This is an optimization exercise on Yosys and OpenROAD, whose aim is small area and a short achievable clock period, not a production implementation.
The RTL of this run was laid out without a check of its function.
No activity file was given, so power comes from the tool's default toggle rates.

## flow/design.v

```verilog
module sqrt_16s (
    input         clk,
    input  [15:0] data_i,
    input         vld_i,
    output [15:0] data_o,
    output        vld_o
);
    function [6:0] tbl3;
        input [5:0] v;
        case (v)
            6'd0: tbl3 = {3'd0, 4'd0};
            6'd1: tbl3 = {3'd1, 4'd0};
            6'd2: tbl3 = {3'd1, 4'd1};
            6'd3: tbl3 = {3'd1, 4'd2};
            6'd4: tbl3 = {3'd2, 4'd0};
            6'd5: tbl3 = {3'd2, 4'd1};
            6'd6: tbl3 = {3'd2, 4'd2};
            6'd7: tbl3 = {3'd2, 4'd3};
            6'd8: tbl3 = {3'd2, 4'd4};
            6'd9: tbl3 = {3'd3, 4'd0};
            6'd10: tbl3 = {3'd3, 4'd1};
            6'd11: tbl3 = {3'd3, 4'd2};
            6'd12: tbl3 = {3'd3, 4'd3};
            6'd13: tbl3 = {3'd3, 4'd4};
            6'd14: tbl3 = {3'd3, 4'd5};
            6'd15: tbl3 = {3'd3, 4'd6};
            6'd16: tbl3 = {3'd4, 4'd0};
            6'd17: tbl3 = {3'd4, 4'd1};
            6'd18: tbl3 = {3'd4, 4'd2};
            6'd19: tbl3 = {3'd4, 4'd3};
            6'd20: tbl3 = {3'd4, 4'd4};
            6'd21: tbl3 = {3'd4, 4'd5};
            6'd22: tbl3 = {3'd4, 4'd6};
            6'd23: tbl3 = {3'd4, 4'd7};
            6'd24: tbl3 = {3'd4, 4'd8};
            6'd25: tbl3 = {3'd5, 4'd0};
            6'd26: tbl3 = {3'd5, 4'd1};
            6'd27: tbl3 = {3'd5, 4'd2};
            6'd28: tbl3 = {3'd5, 4'd3};
            6'd29: tbl3 = {3'd5, 4'd4};
            6'd30: tbl3 = {3'd5, 4'd5};
            6'd31: tbl3 = {3'd5, 4'd6};
            6'd32: tbl3 = {3'd5, 4'd7};
            6'd33: tbl3 = {3'd5, 4'd8};
            6'd34: tbl3 = {3'd5, 4'd9};
            6'd35: tbl3 = {3'd5, 4'd10};
            6'd36: tbl3 = {3'd6, 4'd0};
            6'd37: tbl3 = {3'd6, 4'd1};
            6'd38: tbl3 = {3'd6, 4'd2};
            6'd39: tbl3 = {3'd6, 4'd3};
            6'd40: tbl3 = {3'd6, 4'd4};
            6'd41: tbl3 = {3'd6, 4'd5};
            6'd42: tbl3 = {3'd6, 4'd6};
            6'd43: tbl3 = {3'd6, 4'd7};
            6'd44: tbl3 = {3'd6, 4'd8};
            6'd45: tbl3 = {3'd6, 4'd9};
            6'd46: tbl3 = {3'd6, 4'd10};
            6'd47: tbl3 = {3'd6, 4'd11};
            6'd48: tbl3 = {3'd6, 4'd12};
            6'd49: tbl3 = {3'd7, 4'd0};
            6'd50: tbl3 = {3'd7, 4'd1};
            6'd51: tbl3 = {3'd7, 4'd2};
            6'd52: tbl3 = {3'd7, 4'd3};
            6'd53: tbl3 = {3'd7, 4'd4};
            6'd54: tbl3 = {3'd7, 4'd5};
            6'd55: tbl3 = {3'd7, 4'd6};
            6'd56: tbl3 = {3'd7, 4'd7};
            6'd57: tbl3 = {3'd7, 4'd8};
            6'd58: tbl3 = {3'd7, 4'd9};
            6'd59: tbl3 = {3'd7, 4'd10};
            6'd60: tbl3 = {3'd7, 4'd11};
            6'd61: tbl3 = {3'd7, 4'd12};
            6'd62: tbl3 = {3'd7, 4'd13};
            6'd63: tbl3 = {3'd7, 4'd14};
            default: tbl3 = 7'bx;
        endcase
    endfunction
    wire [6:0] t3 = tbl3(data_i[15:10]);
    wire [2:0] q3 = t3[6:4];
    wire [3:0] r3 = t3[3:0];
    wire [9:0] x3 = data_i[9:0];
    wire [5:0] a4 = {r3, x3[9:8]};
    wire [5:0] b4 = {1'b0, q3, 2'b01};
    wire [5:0] g4_0 = ~a4 & b4;
    wire [5:0] p4_0 = ~a4 | b4;
    wire g4_1_1 = g4_0[1] | (p4_0[1] & g4_0[0]);
    wire p4_1_1 = p4_0[1] & p4_0[0];
    wire g4_1_3 = g4_0[3] | (p4_0[3] & g4_0[2]);
    wire p4_1_3 = p4_0[3] & p4_0[2];
    wire g4_1_5 = g4_0[5] | (p4_0[5] & g4_0[4]);
    wire p4_1_5 = p4_0[5] & p4_0[4];
    wire g4_2_3 = g4_1_3 | (p4_1_3 & g4_1_1);
    wire p4_2_3 = p4_1_3 & p4_1_1;
    wire g4_5_5 = g4_1_5 | (p4_1_5 & g4_2_3);
    wire p4_5_5 = p4_1_5 & p4_2_3;
    wire g4_6_2 = g4_0[2] | (p4_0[2] & g4_1_1);
    wire p4_6_2 = p4_0[2] & p4_1_1;
    wire g4_6_4 = g4_0[4] | (p4_0[4] & g4_2_3);
    wire p4_6_4 = p4_0[4] & p4_2_3;
    wire s4 = g4_5_5;
    wire [4:0] c4 = {g4_2_3, g4_6_2, g4_1_1, g4_0[0], 1'b0};
    wire [4:0] r4 = a4[4:0] ^ ({5{~s4}} & (b4[4:0] ^ c4));
    wire [3:0] q4 = {q3, ~s4};
    wire [7:0] x4 = x3[7:0];
    reg  [3:0] q_r4;
    always @(posedge clk) q_r4 <= q4;
    reg  [4:0] nr_r4;
    always @(posedge clk) nr_r4 <= ~r4;
    reg  [7:0] x_r4;
    always @(posedge clk) x_r4 <= x4;
    reg  [0:0] v_r4;
    always @(posedge clk) v_r4 <= vld_i;
    wire [6:0] a5 = {(~nr_r4), x_r4[7:6]};
    wire [6:0] b5 = {1'b0, q_r4, 2'b01};
    wire [6:0] g5_0 = ~a5 & b5;
    wire [6:0] p5_0 = ~a5 | b5;
    wire g5_1_1 = g5_0[1] | (p5_0[1] & g5_0[0]);
    wire p5_1_1 = p5_0[1] & p5_0[0];
    wire g5_1_3 = g5_0[3] | (p5_0[3] & g5_0[2]);
    wire p5_1_3 = p5_0[3] & p5_0[2];
    wire g5_1_5 = g5_0[5] | (p5_0[5] & g5_0[4]);
    wire p5_1_5 = p5_0[5] & p5_0[4];
    wire g5_2_3 = g5_1_3 | (p5_1_3 & g5_1_1);
    wire p5_2_3 = p5_1_3 & p5_1_1;
    wire g5_5_5 = g5_1_5 | (p5_1_5 & g5_2_3);
    wire p5_5_5 = p5_1_5 & p5_2_3;
    wire g5_6_2 = g5_0[2] | (p5_0[2] & g5_1_1);
    wire p5_6_2 = p5_0[2] & p5_1_1;
    wire g5_6_4 = g5_0[4] | (p5_0[4] & g5_2_3);
    wire p5_6_4 = p5_0[4] & p5_2_3;
    wire g5_6_6 = g5_0[6] | (p5_0[6] & g5_5_5);
    wire p5_6_6 = p5_0[6] & p5_5_5;
    wire s5 = g5_6_6;
    wire [5:0] c5 = {g5_6_4, g5_2_3, g5_6_2, g5_1_1, g5_0[0], 1'b0};
    wire [5:0] r5 = a5[5:0] ^ ({6{~s5}} & (b5[5:0] ^ c5));
    wire [4:0] q5 = {q_r4, ~s5};
    wire [5:0] x5 = x_r4[5:0];
    reg  [4:0] q_r5;
    always @(posedge clk) q_r5 <= q5;
    reg  [5:0] nr_r5;
    always @(posedge clk) nr_r5 <= ~r5;
    reg  [5:0] x_r5;
    always @(posedge clk) x_r5 <= x5;
    reg  [0:0] v_r5;
    always @(posedge clk) v_r5 <= v_r4;
    wire [7:0] a6 = {(~nr_r5), x_r5[5:4]};
    wire [7:0] b6 = {1'b0, q_r5, 2'b01};
    wire [7:0] g6_0 = ~a6 & b6;
    wire [7:0] p6_0 = ~a6 | b6;
    wire g6_1_1 = g6_0[1] | (p6_0[1] & g6_0[0]);
    wire p6_1_1 = p6_0[1] & p6_0[0];
    wire g6_1_3 = g6_0[3] | (p6_0[3] & g6_0[2]);
    wire p6_1_3 = p6_0[3] & p6_0[2];
    wire g6_1_5 = g6_0[5] | (p6_0[5] & g6_0[4]);
    wire p6_1_5 = p6_0[5] & p6_0[4];
    wire g6_1_7 = g6_0[7] | (p6_0[7] & g6_0[6]);
    wire p6_1_7 = p6_0[7] & p6_0[6];
    wire g6_2_3 = g6_1_3 | (p6_1_3 & g6_1_1);
    wire p6_2_3 = p6_1_3 & p6_1_1;
    wire g6_2_7 = g6_1_7 | (p6_1_7 & g6_1_5);
    wire p6_2_7 = p6_1_7 & p6_1_5;
    wire g6_3_7 = g6_2_7 | (p6_2_7 & g6_2_3);
    wire p6_3_7 = p6_2_7 & p6_2_3;
    wire g6_5_5 = g6_1_5 | (p6_1_5 & g6_2_3);
    wire p6_5_5 = p6_1_5 & p6_2_3;
    wire g6_6_2 = g6_0[2] | (p6_0[2] & g6_1_1);
    wire p6_6_2 = p6_0[2] & p6_1_1;
    wire g6_6_4 = g6_0[4] | (p6_0[4] & g6_2_3);
    wire p6_6_4 = p6_0[4] & p6_2_3;
    wire g6_6_6 = g6_0[6] | (p6_0[6] & g6_5_5);
    wire p6_6_6 = p6_0[6] & p6_5_5;
    wire s6 = g6_3_7;
    wire [6:0] c6 = {g6_5_5, g6_6_4, g6_2_3, g6_6_2, g6_1_1, g6_0[0], 1'b0};
    wire [6:0] r6 = a6[6:0] ^ ({7{~s6}} & (b6[6:0] ^ c6));
    wire [5:0] q6 = {q_r5, ~s6};
    wire [3:0] x6 = x_r5[3:0];
    reg  [5:0] q_r6;
    always @(posedge clk) q_r6 <= q6;
    reg  [6:0] nr_r6;
    always @(posedge clk) nr_r6 <= ~r6;
    reg  [3:0] x_r6;
    always @(posedge clk) x_r6 <= x6;
    reg  [0:0] v_r6;
    always @(posedge clk) v_r6 <= v_r5;
    wire [8:0] a7 = {(~nr_r6), x_r6[3:2]};
    wire [8:0] b7 = {1'b0, q_r6, 2'b01};
    wire [8:0] g7_0 = ~a7 & b7;
    wire [8:0] p7_0 = ~a7 | b7;
    wire g7_1_1 = g7_0[1] | (p7_0[1] & g7_0[0]);
    wire p7_1_1 = p7_0[1] & p7_0[0];
    wire g7_1_3 = g7_0[3] | (p7_0[3] & g7_0[2]);
    wire p7_1_3 = p7_0[3] & p7_0[2];
    wire g7_1_5 = g7_0[5] | (p7_0[5] & g7_0[4]);
    wire p7_1_5 = p7_0[5] & p7_0[4];
    wire g7_1_7 = g7_0[7] | (p7_0[7] & g7_0[6]);
    wire p7_1_7 = p7_0[7] & p7_0[6];
    wire g7_2_3 = g7_1_3 | (p7_1_3 & g7_1_1);
    wire p7_2_3 = p7_1_3 & p7_1_1;
    wire g7_2_7 = g7_1_7 | (p7_1_7 & g7_1_5);
    wire p7_2_7 = p7_1_7 & p7_1_5;
    wire g7_3_7 = g7_2_7 | (p7_2_7 & g7_2_3);
    wire p7_3_7 = p7_2_7 & p7_2_3;
    wire g7_7_5 = g7_1_5 | (p7_1_5 & g7_2_3);
    wire p7_7_5 = p7_1_5 & p7_2_3;
    wire g7_8_2 = g7_0[2] | (p7_0[2] & g7_1_1);
    wire p7_8_2 = p7_0[2] & p7_1_1;
    wire g7_8_4 = g7_0[4] | (p7_0[4] & g7_2_3);
    wire p7_8_4 = p7_0[4] & p7_2_3;
    wire g7_8_6 = g7_0[6] | (p7_0[6] & g7_7_5);
    wire p7_8_6 = p7_0[6] & p7_7_5;
    wire g7_8_8 = g7_0[8] | (p7_0[8] & g7_3_7);
    wire p7_8_8 = p7_0[8] & p7_3_7;
    wire s7 = g7_8_8;
    wire [7:0] c7 = {g7_8_6, g7_7_5, g7_8_4, g7_2_3, g7_8_2, g7_1_1, g7_0[0], 1'b0};
    wire [7:0] r7 = a7[7:0] ^ ({8{~s7}} & (b7[7:0] ^ c7));
    wire [6:0] q7 = {q_r6, ~s7};
    wire [1:0] x7 = x_r6[1:0];
    reg  [6:0] q_r7;
    always @(posedge clk) q_r7 <= q7;
    reg  [7:0] nr_r7;
    always @(posedge clk) nr_r7 <= ~r7;
    reg  [1:0] x_r7;
    always @(posedge clk) x_r7 <= x7;
    reg  [0:0] v_r7;
    always @(posedge clk) v_r7 <= v_r6;
    wire [9:0] a8 = {(~nr_r7), x_r7[1:0]};
    wire [9:0] b8 = {1'b0, q_r7, 2'b01};
    wire [9:0] g8_0 = ~a8 & b8;
    wire [9:0] p8_0 = ~a8 | b8;
    wire g8_1_1 = g8_0[1] | (p8_0[1] & g8_0[0]);
    wire p8_1_1 = p8_0[1] & p8_0[0];
    wire g8_1_3 = g8_0[3] | (p8_0[3] & g8_0[2]);
    wire p8_1_3 = p8_0[3] & p8_0[2];
    wire g8_1_5 = g8_0[5] | (p8_0[5] & g8_0[4]);
    wire p8_1_5 = p8_0[5] & p8_0[4];
    wire g8_1_7 = g8_0[7] | (p8_0[7] & g8_0[6]);
    wire p8_1_7 = p8_0[7] & p8_0[6];
    wire g8_1_9 = g8_0[9] | (p8_0[9] & g8_0[8]);
    wire p8_1_9 = p8_0[9] & p8_0[8];
    wire g8_2_3 = g8_1_3 | (p8_1_3 & g8_1_1);
    wire p8_2_3 = p8_1_3 & p8_1_1;
    wire g8_2_7 = g8_1_7 | (p8_1_7 & g8_1_5);
    wire p8_2_7 = p8_1_7 & p8_1_5;
    wire g8_3_7 = g8_2_7 | (p8_2_7 & g8_2_3);
    wire p8_3_7 = p8_2_7 & p8_2_3;
    wire g8_7_5 = g8_1_5 | (p8_1_5 & g8_2_3);
    wire p8_7_5 = p8_1_5 & p8_2_3;
    wire g8_7_9 = g8_1_9 | (p8_1_9 & g8_3_7);
    wire p8_7_9 = p8_1_9 & p8_3_7;
    wire g8_8_2 = g8_0[2] | (p8_0[2] & g8_1_1);
    wire p8_8_2 = p8_0[2] & p8_1_1;
    wire g8_8_4 = g8_0[4] | (p8_0[4] & g8_2_3);
    wire p8_8_4 = p8_0[4] & p8_2_3;
    wire g8_8_6 = g8_0[6] | (p8_0[6] & g8_7_5);
    wire p8_8_6 = p8_0[6] & p8_7_5;
    wire g8_8_8 = g8_0[8] | (p8_0[8] & g8_3_7);
    wire p8_8_8 = p8_0[8] & p8_3_7;
    wire s8 = g8_7_9;
    wire [8:0] c8 = {g8_3_7, g8_8_6, g8_7_5, g8_8_4, g8_2_3, g8_8_2, g8_1_1, g8_0[0], 1'b0};
    wire [8:0] r8 = a8[8:0] ^ ({9{~s8}} & (b8[8:0] ^ c8));
    wire [7:0] q8 = {q_r7, ~s8};
    reg  [7:0] q_r8;
    always @(posedge clk) q_r8 <= q8;
    reg  [8:0] nr_r8;
    always @(posedge clk) nr_r8 <= ~r8;
    reg  [0:0] v_r8;
    always @(posedge clk) v_r8 <= v_r7;
    wire [10:0] a9 = {(~nr_r8), 2'b00};
    wire [10:0] b9 = {1'b0, q_r8, 2'b01};
    wire [10:0] g9_0 = ~a9 & b9;
    wire [10:0] p9_0 = ~a9 | b9;
    wire g9_1_1 = g9_0[1] | (p9_0[1] & g9_0[0]);
    wire p9_1_1 = p9_0[1] & p9_0[0];
    wire g9_1_3 = g9_0[3] | (p9_0[3] & g9_0[2]);
    wire p9_1_3 = p9_0[3] & p9_0[2];
    wire g9_1_5 = g9_0[5] | (p9_0[5] & g9_0[4]);
    wire p9_1_5 = p9_0[5] & p9_0[4];
    wire g9_1_7 = g9_0[7] | (p9_0[7] & g9_0[6]);
    wire p9_1_7 = p9_0[7] & p9_0[6];
    wire g9_1_9 = g9_0[9] | (p9_0[9] & g9_0[8]);
    wire p9_1_9 = p9_0[9] & p9_0[8];
    wire g9_2_3 = g9_1_3 | (p9_1_3 & g9_1_1);
    wire p9_2_3 = p9_1_3 & p9_1_1;
    wire g9_2_7 = g9_1_7 | (p9_1_7 & g9_1_5);
    wire p9_2_7 = p9_1_7 & p9_1_5;
    wire g9_3_7 = g9_2_7 | (p9_2_7 & g9_2_3);
    wire p9_3_7 = p9_2_7 & p9_2_3;
    wire g9_7_5 = g9_1_5 | (p9_1_5 & g9_2_3);
    wire p9_7_5 = p9_1_5 & p9_2_3;
    wire g9_7_9 = g9_1_9 | (p9_1_9 & g9_3_7);
    wire p9_7_9 = p9_1_9 & p9_3_7;
    wire g9_8_2 = g9_0[2] | (p9_0[2] & g9_1_1);
    wire p9_8_2 = p9_0[2] & p9_1_1;
    wire g9_8_4 = g9_0[4] | (p9_0[4] & g9_2_3);
    wire p9_8_4 = p9_0[4] & p9_2_3;
    wire g9_8_6 = g9_0[6] | (p9_0[6] & g9_7_5);
    wire p9_8_6 = p9_0[6] & p9_7_5;
    wire g9_8_8 = g9_0[8] | (p9_0[8] & g9_3_7);
    wire p9_8_8 = p9_0[8] & p9_3_7;
    wire g9_8_10 = g9_0[10] | (p9_0[10] & g9_7_9);
    wire p9_8_10 = p9_0[10] & p9_7_9;
    wire s9 = g9_8_10;
    wire [9:0] c9 = {g9_8_8, g9_3_7, g9_8_6, g9_7_5, g9_8_4, g9_2_3, g9_8_2, g9_1_1, g9_0[0], 1'b0};
    wire [9:0] r9 = a9[9:0] ^ ({10{~s9}} & (b9[9:0] ^ c9));
    wire [8:0] q9 = {q_r8, ~s9};
    reg  [8:0] q_r9;
    always @(posedge clk) q_r9 <= q9;
    reg  [9:0] nr_r9;
    always @(posedge clk) nr_r9 <= ~r9;
    reg  [0:0] v_r9;
    always @(posedge clk) v_r9 <= v_r8;
    wire [11:0] a10 = {(~nr_r9), 2'b00};
    wire [11:0] b10 = {1'b0, q_r9, 2'b01};
    wire [11:0] g10_0 = ~a10 & b10;
    wire [11:0] p10_0 = ~a10 | b10;
    wire g10_1_1 = g10_0[1] | (p10_0[1] & g10_0[0]);
    wire p10_1_1 = p10_0[1] & p10_0[0];
    wire g10_1_3 = g10_0[3] | (p10_0[3] & g10_0[2]);
    wire p10_1_3 = p10_0[3] & p10_0[2];
    wire g10_1_5 = g10_0[5] | (p10_0[5] & g10_0[4]);
    wire p10_1_5 = p10_0[5] & p10_0[4];
    wire g10_1_7 = g10_0[7] | (p10_0[7] & g10_0[6]);
    wire p10_1_7 = p10_0[7] & p10_0[6];
    wire g10_1_9 = g10_0[9] | (p10_0[9] & g10_0[8]);
    wire p10_1_9 = p10_0[9] & p10_0[8];
    wire g10_1_11 = g10_0[11] | (p10_0[11] & g10_0[10]);
    wire p10_1_11 = p10_0[11] & p10_0[10];
    wire g10_2_3 = g10_1_3 | (p10_1_3 & g10_1_1);
    wire p10_2_3 = p10_1_3 & p10_1_1;
    wire g10_2_7 = g10_1_7 | (p10_1_7 & g10_1_5);
    wire p10_2_7 = p10_1_7 & p10_1_5;
    wire g10_2_11 = g10_1_11 | (p10_1_11 & g10_1_9);
    wire p10_2_11 = p10_1_11 & p10_1_9;
    wire g10_3_7 = g10_2_7 | (p10_2_7 & g10_2_3);
    wire p10_3_7 = p10_2_7 & p10_2_3;
    wire g10_6_11 = g10_2_11 | (p10_2_11 & g10_3_7);
    wire p10_6_11 = p10_2_11 & p10_3_7;
    wire g10_7_5 = g10_1_5 | (p10_1_5 & g10_2_3);
    wire p10_7_5 = p10_1_5 & p10_2_3;
    wire g10_7_9 = g10_1_9 | (p10_1_9 & g10_3_7);
    wire p10_7_9 = p10_1_9 & p10_3_7;
    wire g10_8_2 = g10_0[2] | (p10_0[2] & g10_1_1);
    wire p10_8_2 = p10_0[2] & p10_1_1;
    wire g10_8_4 = g10_0[4] | (p10_0[4] & g10_2_3);
    wire p10_8_4 = p10_0[4] & p10_2_3;
    wire g10_8_6 = g10_0[6] | (p10_0[6] & g10_7_5);
    wire p10_8_6 = p10_0[6] & p10_7_5;
    wire g10_8_8 = g10_0[8] | (p10_0[8] & g10_3_7);
    wire p10_8_8 = p10_0[8] & p10_3_7;
    wire g10_8_10 = g10_0[10] | (p10_0[10] & g10_7_9);
    wire p10_8_10 = p10_0[10] & p10_7_9;
    wire s10 = g10_6_11;
    wire [10:0] c10 = {g10_7_9, g10_8_8, g10_3_7, g10_8_6, g10_7_5, g10_8_4, g10_2_3, g10_8_2, g10_1_1, g10_0[0], 1'b0};
    wire [10:0] r10 = a10[10:0] ^ ({11{~s10}} & (b10[10:0] ^ c10));
    wire [9:0] q10 = {q_r9, ~s10};
    reg  [9:0] q_r10;
    always @(posedge clk) q_r10 <= q10;
    reg  [10:0] nr_r10;
    always @(posedge clk) nr_r10 <= ~r10;
    reg  [0:0] v_r10;
    always @(posedge clk) v_r10 <= v_r9;
    wire [12:0] a11 = {(~nr_r10), 2'b00};
    wire [12:0] b11 = {1'b0, q_r10, 2'b01};
    wire [12:0] g11_0 = ~a11 & b11;
    wire [12:0] p11_0 = ~a11 | b11;
    wire g11_1_1 = g11_0[1] | (p11_0[1] & g11_0[0]);
    wire p11_1_1 = p11_0[1] & p11_0[0];
    wire g11_1_3 = g11_0[3] | (p11_0[3] & g11_0[2]);
    wire p11_1_3 = p11_0[3] & p11_0[2];
    wire g11_1_5 = g11_0[5] | (p11_0[5] & g11_0[4]);
    wire p11_1_5 = p11_0[5] & p11_0[4];
    wire g11_1_7 = g11_0[7] | (p11_0[7] & g11_0[6]);
    wire p11_1_7 = p11_0[7] & p11_0[6];
    wire g11_1_9 = g11_0[9] | (p11_0[9] & g11_0[8]);
    wire p11_1_9 = p11_0[9] & p11_0[8];
    wire g11_1_11 = g11_0[11] | (p11_0[11] & g11_0[10]);
    wire p11_1_11 = p11_0[11] & p11_0[10];
    wire g11_2_3 = g11_1_3 | (p11_1_3 & g11_1_1);
    wire p11_2_3 = p11_1_3 & p11_1_1;
    wire g11_2_7 = g11_1_7 | (p11_1_7 & g11_1_5);
    wire p11_2_7 = p11_1_7 & p11_1_5;
    wire g11_2_11 = g11_1_11 | (p11_1_11 & g11_1_9);
    wire p11_2_11 = p11_1_11 & p11_1_9;
    wire g11_3_7 = g11_2_7 | (p11_2_7 & g11_2_3);
    wire p11_3_7 = p11_2_7 & p11_2_3;
    wire g11_6_11 = g11_2_11 | (p11_2_11 & g11_3_7);
    wire p11_6_11 = p11_2_11 & p11_3_7;
    wire g11_7_5 = g11_1_5 | (p11_1_5 & g11_2_3);
    wire p11_7_5 = p11_1_5 & p11_2_3;
    wire g11_7_9 = g11_1_9 | (p11_1_9 & g11_3_7);
    wire p11_7_9 = p11_1_9 & p11_3_7;
    wire g11_8_2 = g11_0[2] | (p11_0[2] & g11_1_1);
    wire p11_8_2 = p11_0[2] & p11_1_1;
    wire g11_8_4 = g11_0[4] | (p11_0[4] & g11_2_3);
    wire p11_8_4 = p11_0[4] & p11_2_3;
    wire g11_8_6 = g11_0[6] | (p11_0[6] & g11_7_5);
    wire p11_8_6 = p11_0[6] & p11_7_5;
    wire g11_8_8 = g11_0[8] | (p11_0[8] & g11_3_7);
    wire p11_8_8 = p11_0[8] & p11_3_7;
    wire g11_8_10 = g11_0[10] | (p11_0[10] & g11_7_9);
    wire p11_8_10 = p11_0[10] & p11_7_9;
    wire g11_8_12 = g11_0[12] | (p11_0[12] & g11_6_11);
    wire p11_8_12 = p11_0[12] & p11_6_11;
    wire s11 = g11_8_12;
    wire [11:0] c11 = {g11_8_10, g11_7_9, g11_8_8, g11_3_7, g11_8_6, g11_7_5, g11_8_4, g11_2_3, g11_8_2, g11_1_1, g11_0[0], 1'b0};
    wire [11:0] r11 = a11[11:0] ^ ({12{~s11}} & (b11[11:0] ^ c11));
    wire [10:0] q11 = {q_r10, ~s11};
    reg  [10:0] q_r11;
    always @(posedge clk) q_r11 <= q11;
    reg  [11:0] nr_r11;
    always @(posedge clk) nr_r11 <= ~r11;
    reg  [0:0] v_r11;
    always @(posedge clk) v_r11 <= v_r10;
    wire [13:0] a12 = {(~nr_r11), 2'b00};
    wire [13:0] b12 = {1'b0, q_r11, 2'b01};
    wire [13:0] g12_0 = ~a12 & b12;
    wire [13:0] p12_0 = ~a12 | b12;
    wire g12_1_1 = g12_0[1] | (p12_0[1] & g12_0[0]);
    wire p12_1_1 = p12_0[1] & p12_0[0];
    wire g12_1_3 = g12_0[3] | (p12_0[3] & g12_0[2]);
    wire p12_1_3 = p12_0[3] & p12_0[2];
    wire g12_1_5 = g12_0[5] | (p12_0[5] & g12_0[4]);
    wire p12_1_5 = p12_0[5] & p12_0[4];
    wire g12_1_7 = g12_0[7] | (p12_0[7] & g12_0[6]);
    wire p12_1_7 = p12_0[7] & p12_0[6];
    wire g12_1_9 = g12_0[9] | (p12_0[9] & g12_0[8]);
    wire p12_1_9 = p12_0[9] & p12_0[8];
    wire g12_1_11 = g12_0[11] | (p12_0[11] & g12_0[10]);
    wire p12_1_11 = p12_0[11] & p12_0[10];
    wire g12_1_13 = g12_0[13] | (p12_0[13] & g12_0[12]);
    wire p12_1_13 = p12_0[13] & p12_0[12];
    wire g12_2_3 = g12_1_3 | (p12_1_3 & g12_1_1);
    wire p12_2_3 = p12_1_3 & p12_1_1;
    wire g12_2_7 = g12_1_7 | (p12_1_7 & g12_1_5);
    wire p12_2_7 = p12_1_7 & p12_1_5;
    wire g12_2_11 = g12_1_11 | (p12_1_11 & g12_1_9);
    wire p12_2_11 = p12_1_11 & p12_1_9;
    wire g12_3_7 = g12_2_7 | (p12_2_7 & g12_2_3);
    wire p12_3_7 = p12_2_7 & p12_2_3;
    wire g12_6_11 = g12_2_11 | (p12_2_11 & g12_3_7);
    wire p12_6_11 = p12_2_11 & p12_3_7;
    wire g12_7_5 = g12_1_5 | (p12_1_5 & g12_2_3);
    wire p12_7_5 = p12_1_5 & p12_2_3;
    wire g12_7_9 = g12_1_9 | (p12_1_9 & g12_3_7);
    wire p12_7_9 = p12_1_9 & p12_3_7;
    wire g12_7_13 = g12_1_13 | (p12_1_13 & g12_6_11);
    wire p12_7_13 = p12_1_13 & p12_6_11;
    wire g12_8_2 = g12_0[2] | (p12_0[2] & g12_1_1);
    wire p12_8_2 = p12_0[2] & p12_1_1;
    wire g12_8_4 = g12_0[4] | (p12_0[4] & g12_2_3);
    wire p12_8_4 = p12_0[4] & p12_2_3;
    wire g12_8_6 = g12_0[6] | (p12_0[6] & g12_7_5);
    wire p12_8_6 = p12_0[6] & p12_7_5;
    wire g12_8_8 = g12_0[8] | (p12_0[8] & g12_3_7);
    wire p12_8_8 = p12_0[8] & p12_3_7;
    wire g12_8_10 = g12_0[10] | (p12_0[10] & g12_7_9);
    wire p12_8_10 = p12_0[10] & p12_7_9;
    wire g12_8_12 = g12_0[12] | (p12_0[12] & g12_6_11);
    wire p12_8_12 = p12_0[12] & p12_6_11;
    wire s12 = g12_7_13;
    wire [12:0] c12 = {g12_6_11, g12_8_10, g12_7_9, g12_8_8, g12_3_7, g12_8_6, g12_7_5, g12_8_4, g12_2_3, g12_8_2, g12_1_1, g12_0[0], 1'b0};
    wire [12:0] r12 = a12[12:0] ^ ({13{~s12}} & (b12[12:0] ^ c12));
    wire [11:0] q12 = {q_r11, ~s12};
    reg  [11:0] q_r12;
    always @(posedge clk) q_r12 <= q12;
    reg  [12:0] nr_r12;
    always @(posedge clk) nr_r12 <= ~r12;
    reg  [0:0] v_r12;
    always @(posedge clk) v_r12 <= v_r11;
    wire [14:0] a13 = {(~nr_r12), 2'b00};
    wire [14:0] b13 = {1'b0, q_r12, 2'b01};
    wire [14:0] g13_0 = ~a13 & b13;
    wire [14:0] p13_0 = ~a13 | b13;
    wire g13_1_1 = g13_0[1] | (p13_0[1] & g13_0[0]);
    wire p13_1_1 = p13_0[1] & p13_0[0];
    wire g13_1_3 = g13_0[3] | (p13_0[3] & g13_0[2]);
    wire p13_1_3 = p13_0[3] & p13_0[2];
    wire g13_1_5 = g13_0[5] | (p13_0[5] & g13_0[4]);
    wire p13_1_5 = p13_0[5] & p13_0[4];
    wire g13_1_7 = g13_0[7] | (p13_0[7] & g13_0[6]);
    wire p13_1_7 = p13_0[7] & p13_0[6];
    wire g13_1_9 = g13_0[9] | (p13_0[9] & g13_0[8]);
    wire p13_1_9 = p13_0[9] & p13_0[8];
    wire g13_1_11 = g13_0[11] | (p13_0[11] & g13_0[10]);
    wire p13_1_11 = p13_0[11] & p13_0[10];
    wire g13_1_13 = g13_0[13] | (p13_0[13] & g13_0[12]);
    wire p13_1_13 = p13_0[13] & p13_0[12];
    wire g13_2_3 = g13_1_3 | (p13_1_3 & g13_1_1);
    wire p13_2_3 = p13_1_3 & p13_1_1;
    wire g13_2_7 = g13_1_7 | (p13_1_7 & g13_1_5);
    wire p13_2_7 = p13_1_7 & p13_1_5;
    wire g13_2_11 = g13_1_11 | (p13_1_11 & g13_1_9);
    wire p13_2_11 = p13_1_11 & p13_1_9;
    wire g13_3_7 = g13_2_7 | (p13_2_7 & g13_2_3);
    wire p13_3_7 = p13_2_7 & p13_2_3;
    wire g13_6_11 = g13_2_11 | (p13_2_11 & g13_3_7);
    wire p13_6_11 = p13_2_11 & p13_3_7;
    wire g13_7_5 = g13_1_5 | (p13_1_5 & g13_2_3);
    wire p13_7_5 = p13_1_5 & p13_2_3;
    wire g13_7_9 = g13_1_9 | (p13_1_9 & g13_3_7);
    wire p13_7_9 = p13_1_9 & p13_3_7;
    wire g13_7_13 = g13_1_13 | (p13_1_13 & g13_6_11);
    wire p13_7_13 = p13_1_13 & p13_6_11;
    wire g13_8_2 = g13_0[2] | (p13_0[2] & g13_1_1);
    wire p13_8_2 = p13_0[2] & p13_1_1;
    wire g13_8_4 = g13_0[4] | (p13_0[4] & g13_2_3);
    wire p13_8_4 = p13_0[4] & p13_2_3;
    wire g13_8_6 = g13_0[6] | (p13_0[6] & g13_7_5);
    wire p13_8_6 = p13_0[6] & p13_7_5;
    wire g13_8_8 = g13_0[8] | (p13_0[8] & g13_3_7);
    wire p13_8_8 = p13_0[8] & p13_3_7;
    wire g13_8_10 = g13_0[10] | (p13_0[10] & g13_7_9);
    wire p13_8_10 = p13_0[10] & p13_7_9;
    wire g13_8_12 = g13_0[12] | (p13_0[12] & g13_6_11);
    wire p13_8_12 = p13_0[12] & p13_6_11;
    wire g13_8_14 = g13_0[14] | (p13_0[14] & g13_7_13);
    wire p13_8_14 = p13_0[14] & p13_7_13;
    wire s13 = g13_8_14;
    wire [13:0] c13 = {g13_8_12, g13_6_11, g13_8_10, g13_7_9, g13_8_8, g13_3_7, g13_8_6, g13_7_5, g13_8_4, g13_2_3, g13_8_2, g13_1_1, g13_0[0], 1'b0};
    wire [13:0] r13 = a13[13:0] ^ ({14{~s13}} & (b13[13:0] ^ c13));
    wire [12:0] q13 = {q_r12, ~s13};
    reg  [12:0] q_r13;
    always @(posedge clk) q_r13 <= q13;
    reg  [13:0] nr_r13;
    always @(posedge clk) nr_r13 <= ~r13;
    reg  [0:0] v_r13;
    always @(posedge clk) v_r13 <= v_r12;
    wire [15:0] a14 = {(~nr_r13), 2'b00};
    wire [15:0] b14 = {1'b0, q_r13, 2'b01};
    wire [15:0] g14_0 = ~a14 & b14;
    wire [15:0] p14_0 = ~a14 | b14;
    wire g14_1_1 = g14_0[1] | (p14_0[1] & g14_0[0]);
    wire p14_1_1 = p14_0[1] & p14_0[0];
    wire g14_1_3 = g14_0[3] | (p14_0[3] & g14_0[2]);
    wire p14_1_3 = p14_0[3] & p14_0[2];
    wire g14_1_5 = g14_0[5] | (p14_0[5] & g14_0[4]);
    wire p14_1_5 = p14_0[5] & p14_0[4];
    wire g14_1_7 = g14_0[7] | (p14_0[7] & g14_0[6]);
    wire p14_1_7 = p14_0[7] & p14_0[6];
    wire g14_1_9 = g14_0[9] | (p14_0[9] & g14_0[8]);
    wire p14_1_9 = p14_0[9] & p14_0[8];
    wire g14_1_11 = g14_0[11] | (p14_0[11] & g14_0[10]);
    wire p14_1_11 = p14_0[11] & p14_0[10];
    wire g14_1_13 = g14_0[13] | (p14_0[13] & g14_0[12]);
    wire p14_1_13 = p14_0[13] & p14_0[12];
    wire g14_1_15 = g14_0[15] | (p14_0[15] & g14_0[14]);
    wire p14_1_15 = p14_0[15] & p14_0[14];
    wire g14_2_3 = g14_1_3 | (p14_1_3 & g14_1_1);
    wire p14_2_3 = p14_1_3 & p14_1_1;
    wire g14_2_7 = g14_1_7 | (p14_1_7 & g14_1_5);
    wire p14_2_7 = p14_1_7 & p14_1_5;
    wire g14_2_11 = g14_1_11 | (p14_1_11 & g14_1_9);
    wire p14_2_11 = p14_1_11 & p14_1_9;
    wire g14_2_15 = g14_1_15 | (p14_1_15 & g14_1_13);
    wire p14_2_15 = p14_1_15 & p14_1_13;
    wire g14_3_7 = g14_2_7 | (p14_2_7 & g14_2_3);
    wire p14_3_7 = p14_2_7 & p14_2_3;
    wire g14_3_15 = g14_2_15 | (p14_2_15 & g14_2_11);
    wire p14_3_15 = p14_2_15 & p14_2_11;
    wire g14_4_15 = g14_3_15 | (p14_3_15 & g14_3_7);
    wire p14_4_15 = p14_3_15 & p14_3_7;
    wire g14_6_11 = g14_2_11 | (p14_2_11 & g14_3_7);
    wire p14_6_11 = p14_2_11 & p14_3_7;
    wire g14_7_5 = g14_1_5 | (p14_1_5 & g14_2_3);
    wire p14_7_5 = p14_1_5 & p14_2_3;
    wire g14_7_9 = g14_1_9 | (p14_1_9 & g14_3_7);
    wire p14_7_9 = p14_1_9 & p14_3_7;
    wire g14_7_13 = g14_1_13 | (p14_1_13 & g14_6_11);
    wire p14_7_13 = p14_1_13 & p14_6_11;
    wire g14_8_2 = g14_0[2] | (p14_0[2] & g14_1_1);
    wire p14_8_2 = p14_0[2] & p14_1_1;
    wire g14_8_4 = g14_0[4] | (p14_0[4] & g14_2_3);
    wire p14_8_4 = p14_0[4] & p14_2_3;
    wire g14_8_6 = g14_0[6] | (p14_0[6] & g14_7_5);
    wire p14_8_6 = p14_0[6] & p14_7_5;
    wire g14_8_8 = g14_0[8] | (p14_0[8] & g14_3_7);
    wire p14_8_8 = p14_0[8] & p14_3_7;
    wire g14_8_10 = g14_0[10] | (p14_0[10] & g14_7_9);
    wire p14_8_10 = p14_0[10] & p14_7_9;
    wire g14_8_12 = g14_0[12] | (p14_0[12] & g14_6_11);
    wire p14_8_12 = p14_0[12] & p14_6_11;
    wire g14_8_14 = g14_0[14] | (p14_0[14] & g14_7_13);
    wire p14_8_14 = p14_0[14] & p14_7_13;
    wire s14 = g14_4_15;
    wire [14:0] c14 = {g14_7_13, g14_8_12, g14_6_11, g14_8_10, g14_7_9, g14_8_8, g14_3_7, g14_8_6, g14_7_5, g14_8_4, g14_2_3, g14_8_2, g14_1_1, g14_0[0], 1'b0};
    wire [14:0] r14 = a14[14:0] ^ ({15{~s14}} & (b14[14:0] ^ c14));
    wire [13:0] q14 = {q_r13, ~s14};
    reg  [13:0] q_r14;
    always @(posedge clk) q_r14 <= q14;
    reg  [14:0] nr_r14;
    always @(posedge clk) nr_r14 <= ~r14;
    reg  [0:0] v_r14;
    always @(posedge clk) v_r14 <= v_r13;
    wire [16:0] a15 = {(~nr_r14), 2'b00};
    wire [16:0] b15 = {1'b0, q_r14, 2'b01};
    wire [16:0] g15_0 = ~a15 & b15;
    wire [16:0] p15_0 = ~a15 | b15;
    wire g15_1_1 = g15_0[1] | (p15_0[1] & g15_0[0]);
    wire p15_1_1 = p15_0[1] & p15_0[0];
    wire g15_1_3 = g15_0[3] | (p15_0[3] & g15_0[2]);
    wire p15_1_3 = p15_0[3] & p15_0[2];
    wire g15_1_5 = g15_0[5] | (p15_0[5] & g15_0[4]);
    wire p15_1_5 = p15_0[5] & p15_0[4];
    wire g15_1_7 = g15_0[7] | (p15_0[7] & g15_0[6]);
    wire p15_1_7 = p15_0[7] & p15_0[6];
    wire g15_1_9 = g15_0[9] | (p15_0[9] & g15_0[8]);
    wire p15_1_9 = p15_0[9] & p15_0[8];
    wire g15_1_11 = g15_0[11] | (p15_0[11] & g15_0[10]);
    wire p15_1_11 = p15_0[11] & p15_0[10];
    wire g15_1_13 = g15_0[13] | (p15_0[13] & g15_0[12]);
    wire p15_1_13 = p15_0[13] & p15_0[12];
    wire g15_1_15 = g15_0[15] | (p15_0[15] & g15_0[14]);
    wire p15_1_15 = p15_0[15] & p15_0[14];
    wire g15_2_3 = g15_1_3 | (p15_1_3 & g15_1_1);
    wire p15_2_3 = p15_1_3 & p15_1_1;
    wire g15_2_7 = g15_1_7 | (p15_1_7 & g15_1_5);
    wire p15_2_7 = p15_1_7 & p15_1_5;
    wire g15_2_11 = g15_1_11 | (p15_1_11 & g15_1_9);
    wire p15_2_11 = p15_1_11 & p15_1_9;
    wire g15_2_15 = g15_1_15 | (p15_1_15 & g15_1_13);
    wire p15_2_15 = p15_1_15 & p15_1_13;
    wire g15_3_7 = g15_2_7 | (p15_2_7 & g15_2_3);
    wire p15_3_7 = p15_2_7 & p15_2_3;
    wire g15_3_15 = g15_2_15 | (p15_2_15 & g15_2_11);
    wire p15_3_15 = p15_2_15 & p15_2_11;
    wire g15_4_15 = g15_3_15 | (p15_3_15 & g15_3_7);
    wire p15_4_15 = p15_3_15 & p15_3_7;
    wire g15_8_11 = g15_2_11 | (p15_2_11 & g15_3_7);
    wire p15_8_11 = p15_2_11 & p15_3_7;
    wire g15_9_5 = g15_1_5 | (p15_1_5 & g15_2_3);
    wire p15_9_5 = p15_1_5 & p15_2_3;
    wire g15_9_9 = g15_1_9 | (p15_1_9 & g15_3_7);
    wire p15_9_9 = p15_1_9 & p15_3_7;
    wire g15_9_13 = g15_1_13 | (p15_1_13 & g15_8_11);
    wire p15_9_13 = p15_1_13 & p15_8_11;
    wire g15_10_2 = g15_0[2] | (p15_0[2] & g15_1_1);
    wire p15_10_2 = p15_0[2] & p15_1_1;
    wire g15_10_4 = g15_0[4] | (p15_0[4] & g15_2_3);
    wire p15_10_4 = p15_0[4] & p15_2_3;
    wire g15_10_6 = g15_0[6] | (p15_0[6] & g15_9_5);
    wire p15_10_6 = p15_0[6] & p15_9_5;
    wire g15_10_8 = g15_0[8] | (p15_0[8] & g15_3_7);
    wire p15_10_8 = p15_0[8] & p15_3_7;
    wire g15_10_10 = g15_0[10] | (p15_0[10] & g15_9_9);
    wire p15_10_10 = p15_0[10] & p15_9_9;
    wire g15_10_12 = g15_0[12] | (p15_0[12] & g15_8_11);
    wire p15_10_12 = p15_0[12] & p15_8_11;
    wire g15_10_14 = g15_0[14] | (p15_0[14] & g15_9_13);
    wire p15_10_14 = p15_0[14] & p15_9_13;
    wire g15_10_16 = g15_0[16] | (p15_0[16] & g15_4_15);
    wire p15_10_16 = p15_0[16] & p15_4_15;
    wire s15 = g15_10_16;
    wire [15:0] c15 = {g15_10_14, g15_9_13, g15_10_12, g15_8_11, g15_10_10, g15_9_9, g15_10_8, g15_3_7, g15_10_6, g15_9_5, g15_10_4, g15_2_3, g15_10_2, g15_1_1, g15_0[0], 1'b0};
    wire [15:0] r15 = a15[15:0] ^ ({16{~s15}} & (b15[15:0] ^ c15));
    wire [14:0] q15 = {q_r14, ~s15};
    reg  [14:0] q_r15;
    always @(posedge clk) q_r15 <= q15;
    reg  [15:0] nr_r15;
    always @(posedge clk) nr_r15 <= ~r15;
    reg  [0:0] v_r15;
    always @(posedge clk) v_r15 <= v_r14;
    wire [17:0] a16 = {(~nr_r15), 2'b00};
    wire [17:0] b16 = {1'b0, q_r15, 2'b01};
    wire [17:0] g16_0 = ~a16 & b16;
    wire [17:0] p16_0 = ~a16 | b16;
    wire g16_1_1 = g16_0[1] | (p16_0[1] & g16_0[0]);
    wire p16_1_1 = p16_0[1] & p16_0[0];
    wire g16_1_3 = g16_0[3] | (p16_0[3] & g16_0[2]);
    wire p16_1_3 = p16_0[3] & p16_0[2];
    wire g16_1_5 = g16_0[5] | (p16_0[5] & g16_0[4]);
    wire p16_1_5 = p16_0[5] & p16_0[4];
    wire g16_1_7 = g16_0[7] | (p16_0[7] & g16_0[6]);
    wire p16_1_7 = p16_0[7] & p16_0[6];
    wire g16_1_9 = g16_0[9] | (p16_0[9] & g16_0[8]);
    wire p16_1_9 = p16_0[9] & p16_0[8];
    wire g16_1_11 = g16_0[11] | (p16_0[11] & g16_0[10]);
    wire p16_1_11 = p16_0[11] & p16_0[10];
    wire g16_1_13 = g16_0[13] | (p16_0[13] & g16_0[12]);
    wire p16_1_13 = p16_0[13] & p16_0[12];
    wire g16_1_15 = g16_0[15] | (p16_0[15] & g16_0[14]);
    wire p16_1_15 = p16_0[15] & p16_0[14];
    wire g16_1_17 = g16_0[17] | (p16_0[17] & g16_0[16]);
    wire p16_1_17 = p16_0[17] & p16_0[16];
    wire g16_2_3 = g16_1_3 | (p16_1_3 & g16_1_1);
    wire p16_2_3 = p16_1_3 & p16_1_1;
    wire g16_2_7 = g16_1_7 | (p16_1_7 & g16_1_5);
    wire p16_2_7 = p16_1_7 & p16_1_5;
    wire g16_2_11 = g16_1_11 | (p16_1_11 & g16_1_9);
    wire p16_2_11 = p16_1_11 & p16_1_9;
    wire g16_2_15 = g16_1_15 | (p16_1_15 & g16_1_13);
    wire p16_2_15 = p16_1_15 & p16_1_13;
    wire g16_3_7 = g16_2_7 | (p16_2_7 & g16_2_3);
    wire p16_3_7 = p16_2_7 & p16_2_3;
    wire g16_3_15 = g16_2_15 | (p16_2_15 & g16_2_11);
    wire p16_3_15 = p16_2_15 & p16_2_11;
    wire g16_4_15 = g16_3_15 | (p16_3_15 & g16_3_7);
    wire p16_4_15 = p16_3_15 & p16_3_7;
    wire g16_8_11 = g16_2_11 | (p16_2_11 & g16_3_7);
    wire p16_8_11 = p16_2_11 & p16_3_7;
    wire g16_9_5 = g16_1_5 | (p16_1_5 & g16_2_3);
    wire p16_9_5 = p16_1_5 & p16_2_3;
    wire g16_9_9 = g16_1_9 | (p16_1_9 & g16_3_7);
    wire p16_9_9 = p16_1_9 & p16_3_7;
    wire g16_9_13 = g16_1_13 | (p16_1_13 & g16_8_11);
    wire p16_9_13 = p16_1_13 & p16_8_11;
    wire g16_9_17 = g16_1_17 | (p16_1_17 & g16_4_15);
    wire p16_9_17 = p16_1_17 & p16_4_15;
    wire g16_10_2 = g16_0[2] | (p16_0[2] & g16_1_1);
    wire p16_10_2 = p16_0[2] & p16_1_1;
    wire g16_10_4 = g16_0[4] | (p16_0[4] & g16_2_3);
    wire p16_10_4 = p16_0[4] & p16_2_3;
    wire g16_10_6 = g16_0[6] | (p16_0[6] & g16_9_5);
    wire p16_10_6 = p16_0[6] & p16_9_5;
    wire g16_10_8 = g16_0[8] | (p16_0[8] & g16_3_7);
    wire p16_10_8 = p16_0[8] & p16_3_7;
    wire g16_10_10 = g16_0[10] | (p16_0[10] & g16_9_9);
    wire p16_10_10 = p16_0[10] & p16_9_9;
    wire g16_10_12 = g16_0[12] | (p16_0[12] & g16_8_11);
    wire p16_10_12 = p16_0[12] & p16_8_11;
    wire g16_10_14 = g16_0[14] | (p16_0[14] & g16_9_13);
    wire p16_10_14 = p16_0[14] & p16_9_13;
    wire g16_10_16 = g16_0[16] | (p16_0[16] & g16_4_15);
    wire p16_10_16 = p16_0[16] & p16_4_15;
    wire s16 = g16_9_17;
    wire [15:0] q16 = {q_r15, ~s16};
    reg  [15:0] q_r16;
    always @(posedge clk) q_r16 <= q16;
    reg  [0:0] v_r16;
    always @(posedge clk) v_r16 <= v_r15;
    assign data_o = q_r16;
    assign vld_o  = v_r16;
endmodule
```

## flow/flow/run.sh

```bash
#!/bin/bash
# The standard layout (standard.sh: ORFS from synthesis to the final layout) with:
#  - ADDER_MAP_FILE empty: Yosys does not extract full/half-adder cells, so ABC maps
#    all the logic itself (the registers are the same as in the standard synthesis);
#  - buf_2 cells as the input and output port buffers;
#  - a clock tree of clkbuf_8 cells without dummy loads.
# Everything ORFS prints goes to standard.log in this folder; each step's own log stays
# under orfs/logs/.
bash standard.sh \
  "ADDER_MAP_FILE=" "SETUP_MOVE_SEQUENCE=unbuffer,sizeup,swap" \
  "BUFFER_PORTS_ARGS=-buffer_cell sky130_fd_sc_hd__buf_2" \
  "CTS_ARGS=-sink_clustering_enable -repair_clock_nets -dont_use_dummy_load -buf_list sky130_fd_sc_hd__clkbuf_8 -sink_clustering_size 14 -sink_clustering_max_diameter 50" \
  finish > standard.log 2>&1
```

## flow/standard.sh

```bash
#!/bin/bash
# synth_recipe.tcl (not shown) runs the flow's synth.tcl, then flattens the netlist and writes it again
# the make line also repeats each setting of config.mk as NAME=value (left out here)
make -C /OpenROAD-flow-scripts/flow DESIGN_CONFIG=/design/flow/config.mk WORK_HOME=/design/flow/orfs CLKGATE_MAP_FILE= SYNTH_SCRIPT=/design/flow/synth_recipe.tcl "${@:-finish}"
```

## flow/config.mk

```make
export PLATFORM = sky130hd
export DESIGN_NAME = sqrt_16s
export DESIGN_NICKNAME = sqrt_16s
export VERILOG_FILES = /design/flow/design.v
export SDC_FILE = /design/flow/constraint.sdc
export NUM_CORES = 4
export LEC_CHECK = 0
export ABC_AREA = 1
export CAP_MARGIN = 20
export CORE_MARGIN = 2
export CORE_UTILIZATION = 40
export SETUP_SLACK_MARGIN = 1.2
export SLEW_MARGIN = 20
```

## flow/constraint.sdc

```tcl
create_clock -name core_clock -period 3.0 [get_ports {clk}]
set_input_delay 0.6000 -clock core_clock [delete_from_list [all_inputs] [get_ports {clk}]]
set_output_delay 0.6000 -clock core_clock [all_outputs]
set_load 0.01 [all_outputs]
```

==> results.toml <==
[status]
outcome = "timing/DRC/antenna clean"

[place]
pre_cts_ws_ns = 0.823
io_buffer_count = 34
place_congestion = 0.809
placed_cells = 1786
dpl.hpwl_um = 13400

[sta]
finalHoldViolCount = 0
period_share_pct = 60.8
max-slew-margin-rel_pct = 67.5
worstMarginPinSlew_ns = 0.486
post-route-worst-setup-slack_ns = 1.18
finalSetupViolCount = 0
finClkSkew_ns = 0.0417
setup-tns-final_ns = 0
drv_slew = 0
timing.final.crit_period_ns = 1.82
rsz0062_at_grt = "yes"
fmax_mhz = 548

[setup_path]
worstSetupPathType = "register to register"
cp.required_ns = 3.45
crit_arrival_ns = 2.28
cp-end-kind = "register"
crit_fanout = 14
cp-start-kind = "register"

[clocking]
clock_sinks = 282
cts_tree = "yes"
numCtsBuffers = 30
clock_latency_ns = 0.57
clk_pin_slew_ns = 0.08
root_buffer = "clkbuf_8"
clockBufferDepth = 3
htreeDepth = 1
cts_hold_buf = 0

[worst_hold_path]
hp-class = "primary input to register"

[synthesis]
ys_warn_count = 1
synth-main-ff-cell = "dfxtp_1"
synth_seq_cells = 282
synth_most_common_cell = "nand2_1"
synth.distinct_cells = 45
ys_async_sr_fraction_pct = 0
avgSynthCellArea_um2 = 8.11
yosys-top-cells-area = "dfxtp_1 (50%), nand2_1 (12%), xor2_1 (6.1%), inv_1 (4.7%), nor2_1 (4.5%)"
synth-seq-area-share_pct = 50.4
synthesis.nets = 1399
synth-edff-count = 0
yosysTopAreaCell = "dfxtp_1"
yosys-top-cells-count = "nand2_1 (347), dfxtp_1 (282), inv_1 (139), nor2_1 (134), nand3_1 (91)"
synth_cells = 1381
synth_area_mm2 = 0.0112
yosysTopAreaCellShare_pct = 50.4

[drt]
ant_nets = 0
dr.pass1.iters = 4
initialDrtViolationCount = 230
via_per_inst = 4.59
wl_per_cell_um = 9.90
vias = 8338
drc_errors = 0
routed_wl_um = 18000

[floorplan]
num_rows = 61
die_area_mm2 = 0.0293
ioPinCount = 35
die_w_um = 171
die_h_um = 171
start_util_pct = 40.4
core_mm2 = 0.0277

[layout]
syn_to_final_growth_pct = 12.8
nFillCells = 2729
drive_above_1_share_pct = 16.3
final_cells = 1816
seqCellArea_mm2 = 0.00570
multi_input_area_mm2 = 0.00532
nets = 1458
antennaDiodeCount = 0

[global_routing]
grt_max_degree = 25
grt_pass1_vias = 7720
antenna_found_initial = 0
grt_pass1_wl_um = 31600
overflow = 0
grtUsageTotal_pct = 12.7

[job]
drv_cap = 0

[power_and_ir_drop]
max-vdd-ir-drop_mv = 0.480
cellPowerDensity_mw_per_mm2 = 1290
p_leak_nw = 5.95
-- sequential cells by signal (all words and copies together) (netlist names), 7 cells and up --
| register | flops |
|---|---|
| nr_r13 | 13 |
| nr_r10 | 10 |
| q_r9 | 9 |
| nr_r14 | 14 |
| nr_r8 | 9 |
| q_r12 | 12 |
| nr_r7 | 8 |
| q_r10 | 10 |
| q_r14 | 14 |
| q_r8 | 8 |
| q_r11 | 11 |
| nr_r11 | 11 |
| nr_r15 | 15 |
| q_r15 | 15 |
| x_r4 | 8 |
| nr_r6 | 7 |
| q_r7 | 7 |
| q_r16 | 16 |
| nr_r12 | 12 |
| q_r13 | 13 |
| nr_r9 | 9 |
-- area by class of cell --
class / instances / share of cell area (%)
Sequential cell: 282 / 45.1
Tap cell: 378 / 3.75
Inverter: 146 / 4.44
Clock buffer: 30 / 3.27
Timing Repair Buffer: 34 / 1.35
Multi-Input combinational cell: 946 / 42.1
-- per-layer routing --
metal,vias to the layer above,wire [um],track usage (%)
met5,-,0,0
met3,38,587,2.51
li1,4474,-,-
met1,3720,7390,13.0
met4,0,479,4.20
met2,106,9530,25.3
-- worst paths after layout --
| check | to | start | cells after the start | slack [ns] |
|---|---|---|---|---|
| hold / removal | x_r4[7] | data_i[7] | 1 | 0.14 |
| hold reg to reg | x_r6[1] | x_r5[1] | 0 | 0.28 |
| setup reg to reg | nr_r12[3] | q_r11[4] | 8 | 1.18 |
| setup / recovery | nr_r12[3] | q_r11[4] | 8 | 1.18 |
-- logic make-up after synthesis --
| logic type | count (synthesis) | synth area share, % |
|---|---|---|
| AND/OR/NAND/NOR | 660 | 25.7 |
| buffers and inverters | 153 | 5.45 |
| XOR/XNOR | 128 | 10.0 |
| adder cells (fa/ha/maj) | 1 | 0.0894 |
| flip-flops | 282 | 50.4 |
| AO/OA/AOI/OAI | 157 | 8.30 |
-- report_power, final --
part	leakage [nW]	switching (mW)	internal [mW]
clock	0.216	1.14	0.881
sequential	2.38	1.18	5.38
combinational	3.36	4.41	3.28
-- placed cells by master, fill, tap and decap left out, drive strengths merged, types with 2 or more instances in the layout --
cell type / netlist / final
a31oi: 4 / 4
o21ai: 68 / 68
a21oi: 57 / 57
nor3b: 2 / 2
or2: 23 / 23
buf: 7 / 34
nand3b: 16 / 16
o21a: 5 / 5
nand2: 365 / 365
nor2: 138 / 138
nand4: 16 / 16
a21o: 5 / 5
a21boi: 4 / 4
inv: 146 / 146
nand3: 94 / 94
xnor2: 50 / 50
o21bai: 3 / 3
clkbuf: 0 / 30
nor3: 4 / 4
o22ai: 3 / 3
o211ai: 5 / 5
xor2: 78 / 78
dfxtp: 282 / 282
-- through the flow --
step | instance area [um^2] | utilization (%) | power (mW) | hold WS [ns]
detailed placement | 11800 | 42.6 | 13.6 | 0.312
finish | 12600 | 45.6 | 16.3 | 0.137
CTS | 12300 | 44.4 | 15.9 | 0.0928
global placement | 11800 | 42.6 | 13.4 | 0.310
global route | 12600 | 45.6 | 17.9 | 0.0891
floorplan | 11200 | - | 12.3 | 0.310
-- what timing repair did --
item	CTS	global route
resized for setup	33	115
setup buffers	0	0
pin swaps	17	45
endpoints found under the setup margin	50	95
-- worst max-delay path: stages, from the launching register on --
cell and delay (ns):
dfxtp_2 0.34, or2_2 0.31, o21ai_2 0.09, o21ai_4 0.10
nand2_2 0.09, nand2_2 0.07, a21boi_4 0.42, nand2_1 0.12
xor2_1 0.15

-- separate check: timing with driven ports --
The flow's constraints put no driver on any port. The routed layout listed below was extracted and timed again, unchanged, in two steps.
Step 1 (the two cells are an assumption about what drives the block):
set clk [get_ports {clk}]
set_driving_cell -lib_cell sky130_fd_sc_hd__clkbuf_16 $clk
set_driving_cell -lib_cell sky130_fd_sc_hd__buf_2 [delete_from_list [all_inputs] $clk]
Step 2 times the ports against the registers' clock, not the clock port: input delays grow and output delays shrink by t, the midpoint of the rising clock arrivals with the driver on.
Three values: ideal ports, drivers, drivers and shift; two values: the first two.
t (ns): 0.589
setup WS [ns]: 1.176 / 1.176 / 0.828
worst slew at a driven data input, ns: 0.03
After both steps this run still meets setup and hold. The setup slack of this run moves by 0.000 ns with the drivers and by -0.348 ns with both steps.
